This is an optimization exercise on Yosys and OpenROAD, whose aim is small area and a short achievable clock period, not a production implementation. The RTL was checked by simulation tests, not by an equivalence proof against the original design. No driver is modelled on the clock port, so clock power and skew are understated where the tree is cut down; a real chip needs a root buffer or a tree. Power figures rest on the tool's default switching activity, not on a simulated workload.

## radix_2_butterfly
module radix_2_butterfly #(
    parameter DATA_WIDTH = 16
) (
    input  logic       clkIn,
    input  logic       rstIn,
    input  logic       enIn,
    input  logic       validIn,
    input  ComplexType dataIn,
    output logic       validOut,
    output ComplexType dataOut
);
Size: roughly 670 cells after synthesis, ~130 I/O pins.
clock: 3.0 ns
lec_check: 0
cap_margin: 20
core_margin: 2
core_utilization: 40
slew_margin: 20
standard.sh (not shown) runs the stock make flow with config.mk's settings and CLKGATE_MAP_FILE= SYNTH_SCRIPT=/design/flow/synth_recipe.tcl, a recipe that flattens the netlist after the stock synthesis.
==> flow/flow/run.sh <==
#!/bin/bash
# Layout flow: the standard ORFS flow (standard.sh) with these changes:
#  - synthesis (flow/synth.tcl): synth_recipe.tcl, but ABC maps with
#    flow/abc_delay.script (ORFS's area script with a delay target of
#    ABC_DELAY_PS, so that paths shorter than that are mapped for area);
#    no full/half adder cell extraction before ABC (ADDER_MAP_FILE empty);
#  - resizing may change a cell's footprint (MATCH_CELL_FOOTPRINT=0);
#  - ports buffered with buf_2;
#  - repair_timing aims for SETUP_SLACK_MARGIN of slack;
#  - the clock tree is built by flow/cts_manual.tcl instead of TritonCTS:
#    the clock port drives 2 clkbuf_16, each driving 4 clkbuf_8, each
#    driving the flip-flops of one eighth of the core.
# Each step's output goes to a log file of its own in this folder.
set -euo pipefail
K=(ADDER_MAP_FILE= ABC_AREA=1 MATCH_CELL_FOOTPRINT=0 SETUP_SLACK_MARGIN=1.4
   "BUFFER_PORTS_ARGS=-buffer_cell sky130_fd_sc_hd__buf_2"
   SYNTH_SCRIPT="$PWD/flow/synth.tcl" FLOW_SYNTH_TCL="$PWD/synth_recipe.tcl"
   ABC_SCRIPT_FILE="$PWD/flow/abc_delay.script" ABC_DELAY_PS=1000
   CLK_NLEAF=8 CLK_NROOT=2 CLK_LEAF_CELL=sky130_fd_sc_hd__clkbuf_8)
bash standard.sh "${K[@]}" place > 1_synth_place.log 2>&1
bash standard.sh "${K[@]}" run RUN_SCRIPT="$PWD/flow/cts_manual.tcl" > 2_cts_manual.log 2>&1
bash standard.sh "${K[@]}" finish > 3_route_finish.log 2>&1
==> flow/flow/abc_delay.script <==
strash
dch
map -D {D} -B 0.9
topo
stime -c
buffer -c
upsize -c -D {D}
dnsize -c -D {D}
==> flow/flow/cts_manual.tcl <==
utl::set_metrics_stage "cts__{}"
source $::env(SCRIPTS_DIR)/load.tcl
erase_non_stage_variables cts
load_design 3_place.odb 3_place.sdc

set_dont_use $::env(DONT_USE_CELLS)

proc env_or { name default } {
  if { [info exists ::env($name)] } { return $::env($name) }
  return $default
}
set nleaf [env_or CLK_NLEAF 4]
set nroot [env_or CLK_NROOT 0]
set leafCell [env_or CLK_LEAF_CELL sky130_fd_sc_hd__clkbuf_16]
set rootCell [env_or CLK_ROOT_CELL sky130_fd_sc_hd__clkbuf_16]

set db [ord::get_db]
set block [ord::get_db_block]
set clkNet [$block findNet clkIn]

# split a list of {x y payload} into n groups of equal size
proc split_groups { items n } {
  set groups [list $items]
  set axis 0
  while { [llength $groups] < $n } {
    set out {}
    foreach g $groups {
      set s [lsort -integer -index $axis $g]
      set h [expr {[llength $s] / 2}]
      lappend out [lrange $s 0 [expr {$h - 1}]] [lrange $s $h end]
    }
    set groups $out
    set axis [expr {1 - $axis}]
  }
  return $groups
}

proc centre { g } {
  set sx 0
  set sy 0
  foreach s $g {
    set sx [expr {$sx + [lindex $s 0]}]
    set sy [expr {$sy + [lindex $s 1]}]
  }
  set n [llength $g]
  return [list [expr {$sx / $n}] [expr {$sy / $n}]]
}

# make buffer name of cell at (x, y) driving the pins in items from net in
proc make_buffer { name cell x y items inNet } {
  set db [ord::get_db]
  set block [ord::get_db_block]
  set master [$db findMaster $cell]
  set inst [odb::dbInst_create $block $master $name]
  set net [odb::dbNet_create $block "net_$name"]
  $net setSigType CLOCK
  [$inst findITerm A] connect $inNet
  [$inst findITerm X] connect $net
  foreach s $items {
    set it [lindex $s 2]
    $it disconnect
    $it connect $net
  }
  $inst setLocation [expr {$x - [$master getWidth] / 2}] [expr {$y - [$master getHeight] / 2}]
  $inst setPlacementStatus PLACED
  puts "manual cts: $name ($cell) drives [llength $items] pins around ($x, $y)"
  return [$inst findITerm A]
}

set sinks {}
foreach it [$clkNet getITerms] {
  set bb [[$it getInst] getBBox]
  lappend sinks [list [expr {([$bb xMin] + [$bb xMax]) / 2}] \
                      [expr {([$bb yMin] + [$bb yMax]) / 2}] $it]
}
puts "manual cts: [llength $sinks] sinks, $nleaf leaf buffers, $nroot root buffers"

set leaves {}
set k 0
foreach g [split_groups $sinks $nleaf] {
  lassign [centre $g] cx cy
  set a [make_buffer "clkbuf_leaf_$k" $leafCell $cx $cy $g $clkNet]
  lappend leaves [list $cx $cy $a]
  incr k
}
if { $nroot > 0 } {
  set k 0
  foreach g [split_groups $leaves $nroot] {
    lassign [centre $g] cx cy
    make_buffer "clkbuf_root_$k" $rootCell $cx $cy $g $clkNet
    incr k
  }
}
$clkNet setSigType CLOCK

set_propagated_clock [all_clocks]
estimate_parasitics -placement

set_placement_padding -global \
  -left $::env(CELL_PAD_IN_SITES_DETAIL_PLACEMENT) \
  -right $::env(CELL_PAD_IN_SITES_DETAIL_PLACEMENT)
detailed_placement
estimate_parasitics -placement
report_clock_latency
report_clock_skew

if { !$::env(SKIP_CTS_REPAIR_TIMING) } {
  repair_timing_helper
  detailed_placement
  check_placement -verbose
}

report_metrics 4 "cts final"

orfs_write_db $::env(RESULTS_DIR)/4_1_cts.odb
orfs_write_sdc $::env(RESULTS_DIR)/4_cts.sdc
==> flow/flow/synth.tcl <==
# The standard flow's synthesis script (synth_recipe.tcl), with ABC run on the script
# ABC_SCRIPT_FILE (if set; {D} in it stands for ABC_DELAY_PS) instead of
# ORFS's. Everything else, including synth -nofsm -noshare, the flattening
# and the renaming, is synth_recipe.tcl's.
proc abc {args} {
  if { [info exists ::env(ABC_SCRIPT_FILE)] } {
    set i [lsearch -exact $args -script]
    if { $i >= 0 } {
      set f [open $::env(ABC_SCRIPT_FILE)]
      set text [string map [list "{D}" $::env(ABC_DELAY_PS)] [read $f]]
      close $f
      set out $::env(OBJECTS_DIR)/abc_custom.script
      set f [open $out w]
      puts -nonewline $f $text
      close $f
      lset args [expr {$i + 1}] $out
    }
  }
  yosys abc {*}$args
}
source $::env(FLOW_SYNTH_TCL)
Next try:
--- a/flow/flow/run.sh
+++ b/flow/flow/run.sh
@@ -3,4 +3,2 @@
-#  - synthesis (flow/synth.tcl): synth_recipe.tcl, but ABC maps with
-#    flow/abc_delay.script (ORFS's area script with a delay target of
-#    ABC_DELAY_PS, so that paths shorter than that are mapped for area);
-#    no full/half adder cell extraction before ABC (ADDER_MAP_FILE empty);
+#  - synthesis: no full/half adder cell extraction before ABC (ADDER_MAP_FILE
+#    empty) and ABC's delay-driven mapping script (ABC_AREA=1);
@@ -15 +13 @@
-K=(ADDER_MAP_FILE= ABC_AREA=1 MATCH_CELL_FOOTPRINT=0 SETUP_SLACK_MARGIN=1.4
+K=(ADDER_MAP_FILE= ABC_AREA=1 MATCH_CELL_FOOTPRINT=0 SETUP_SLACK_MARGIN=1.4 CORE_UTILIZATION=70
@@ -17,2 +14,0 @@
-   SYNTH_SCRIPT="$PWD/flow/synth.tcl" FLOW_SYNTH_TCL="$PWD/synth_recipe.tcl"
-   ABC_SCRIPT_FILE="$PWD/flow/abc_delay.script" ABC_DELAY_PS=1000
removed: flow/flow/abc_delay.script
removed: flow/flow/synth.tcl
Power fell by 0.81%.
Die area fell by 41%.
Routed wire length fell by 4.6%.
Hold slack hardly moves.
Core utilization rose by 32 points.
Sequential share of layout area rose by 1.5 points.
Sequential cell count does not change.
Next try:
--- a/flow/flow/run.sh
+++ b/flow/flow/run.sh
@@ -3,2 +3,4 @@
-#  - synthesis: no full/half adder cell extraction before ABC (ADDER_MAP_FILE
-#    empty) and ABC's delay-driven mapping script (ABC_AREA=1);
+#  - synthesis (flow/synth.tcl): synth_recipe.tcl, but ABC maps with
+#    flow/abc_delay.script (ORFS's area script with a delay target of
+#    ABC_DELAY_PS, so that paths shorter than that are mapped for area);
+#    no full/half adder cell extraction before ABC (ADDER_MAP_FILE empty);
@@ -13 +15 @@
-K=(ADDER_MAP_FILE= ABC_AREA=1 MATCH_CELL_FOOTPRINT=0 SETUP_SLACK_MARGIN=1.4 CORE_UTILIZATION=70
+K=(ADDER_MAP_FILE= ABC_AREA=1 MATCH_CELL_FOOTPRINT=0 SETUP_SLACK_MARGIN=1.4
@@ -14,0 +17,2 @@
+   SYNTH_SCRIPT="$PWD/flow/synth.tcl" FLOW_SYNTH_TCL="$PWD/synth_recipe.tcl"
+   ABC_SCRIPT_FILE="$PWD/flow/abc_delay.script" ABC_DELAY_PS=2500
==> flow/flow/abc_delay.script (new file) <==
strash
dch
map -D {D} -B 0.9
topo
stime -c
buffer -c
upsize -c -D {D}
dnsize -c -D {D}
==> flow/flow/synth.tcl (new file) <==
# The standard flow's synthesis script (synth_recipe.tcl), with ABC run on the script
# ABC_SCRIPT_FILE (if set; {D} in it stands for ABC_DELAY_PS) instead of
# ORFS's. Everything else, including synth -nofsm -noshare, the flattening
# and the renaming, is synth_recipe.tcl's.
proc abc {args} {
  if { [info exists ::env(ABC_SCRIPT_FILE)] } {
    set i [lsearch -exact $args -script]
    if { $i >= 0 } {
      set f [open $::env(ABC_SCRIPT_FILE)]
      set text [string map [list "{D}" $::env(ABC_DELAY_PS)] [read $f]]
      close $f
      set out $::env(OBJECTS_DIR)/abc_custom.script
      set f [open $out w]
      puts -nonewline $f $text
      close $f
      lset args [expr {$i + 1}] $out
    }
  }
  yosys abc {*}$args
}
source $::env(FLOW_SYNTH_TCL)
After rerunning: Critical path depth rises by 3; global-route usage falls by 8.1 points; final area rises by 2.2%; worst hold slack gets better by 4.9 ps; combinational power rises by 9.2%; total power rises by 2.2%; clock power rises by about 2%; first-iteration DRC count rises by 23%; die area rises by 63%.
Next try:
--- a/flow/flow/run.sh
+++ b/flow/flow/run.sh
@@ -3,4 +3,2 @@
-#  - synthesis (flow/synth.tcl): synth_recipe.tcl, but ABC maps with
-#    flow/abc_delay.script (ORFS's area script with a delay target of
-#    ABC_DELAY_PS, so that paths shorter than that are mapped for area);
-#    no full/half adder cell extraction before ABC (ADDER_MAP_FILE empty);
+#  - synthesis: no full/half adder cell extraction before ABC (ADDER_MAP_FILE
+#    empty) and ABC's delay-driven mapping script (ABC_AREA=1);
@@ -17,3 +15 @@
-   SYNTH_SCRIPT="$PWD/flow/synth.tcl" FLOW_SYNTH_TCL="$PWD/synth_recipe.tcl"
-   ABC_SCRIPT_FILE="$PWD/flow/abc_delay.script" ABC_DELAY_PS=2500
-   CLK_NLEAF=8 CLK_NROOT=2 CLK_LEAF_CELL=sky130_fd_sc_hd__clkbuf_8)
+   CLK_NLEAF=8 CLK_NROOT=4 CLK_LEAF_CELL=sky130_fd_sc_hd__clkbuf_16)
removed: flow/flow/abc_delay.script
removed: flow/flow/synth.tcl
The new run finished with timing, DRC and antenna clean.
Flip-flop and latch count is unchanged.
Power goes up by a little under a tenth.
Hold slack gets worse by 7.7 ps.
Combinational power went down by roughly a tenth.
Routed wire length is about the same.
Setup slack gets better by 300 ps.
Global-route usage is lower by 0.79 points.
Next try:
--- a/flow/flow/run.sh
+++ b/flow/flow/run.sh
@@ -15 +15 @@
-   CLK_NLEAF=8 CLK_NROOT=4 CLK_LEAF_CELL=sky130_fd_sc_hd__clkbuf_16)
+   CLK_NLEAF=8 CLK_NROOT=2 CLK_LEAF_CELL=sky130_fd_sc_hd__clkbuf_8)
Global-route usage stays flat; routed wire length stays flat; setup slack degrades by 18 ps; flip-flop and latch count is unchanged; critical path depth does not change; power came out lower by about 9%; clock power came out lower by about 30%.
Next try:
--- a/flow/flow/run.sh
+++ b/flow/flow/run.sh
@@ -15 +15 @@
-   CLK_NLEAF=8 CLK_NROOT=2 CLK_LEAF_CELL=sky130_fd_sc_hd__clkbuf_8)
+   CLK_NLEAF=8 CLK_NROOT=4 CLK_LEAF_CELL=sky130_fd_sc_hd__clkbuf_8)
What happened:
- setup slack improved by 5.6 ps
- final area went up by 0.71%
- utilization went up by 0.33 points
- total power went up by about 2.6%
- wire length is about the same
- first-iteration DRC count went up by about 7%
- combinational power barely changes
- final cell count barely changes
- clock skew is about the same
- register-to-register slack hardly moves
- hold slack stays flat
In every run of this note, the design's own scripts or RTL, not TritonCTS, make the clock network.

[static timing again, ports no longer ideal]
No port has a modelled driver above. Below, the same layouts with a new extraction and two added sets of constraints.
Step 1, drivers: a clkbuf_16 drives clkIn and a buf_2 each remaining input, both assumed.
Step 2 also shifts input and output timing later by t, the mid clock arrival at the registers, as if the neighbouring blocks saw the same clock.
a / b / c = ideal ports / drivers / drivers and shift; a / b = the first two.
run	shift t [ns]	setup WS [ns]	latest minus earliest clock arrival (ns)	worst slew at a driven data input, ns	cell pins on the clock port's net
the first run	0.353	1.440 / 1.440 / 1.146	0.013 / 0.013	0.05	2
the second run	0.350	1.466 / 1.466 / 1.168	0.012 / 0.012	0.05	2
the third run	0.359	1.218 / 1.218 / 1.169	0.010 / 0.010	0.06	2
the fourth run	0.352	1.521 / 1.466 / 1.294	0.015 / 0.015	0.05	4
the fifth run	0.352	1.503 / 1.451 / 1.306	0.010 / 0.010	0.05	2
the sixth run	0.362	1.509 / 1.445 / 1.297	0.013 / 0.013	0.05	4
After both steps setup and hold are still met in every run listed. The setup slack of the second run, which loses most, moves by 0.000 ns with the drivers and by -0.298 ns with both steps.
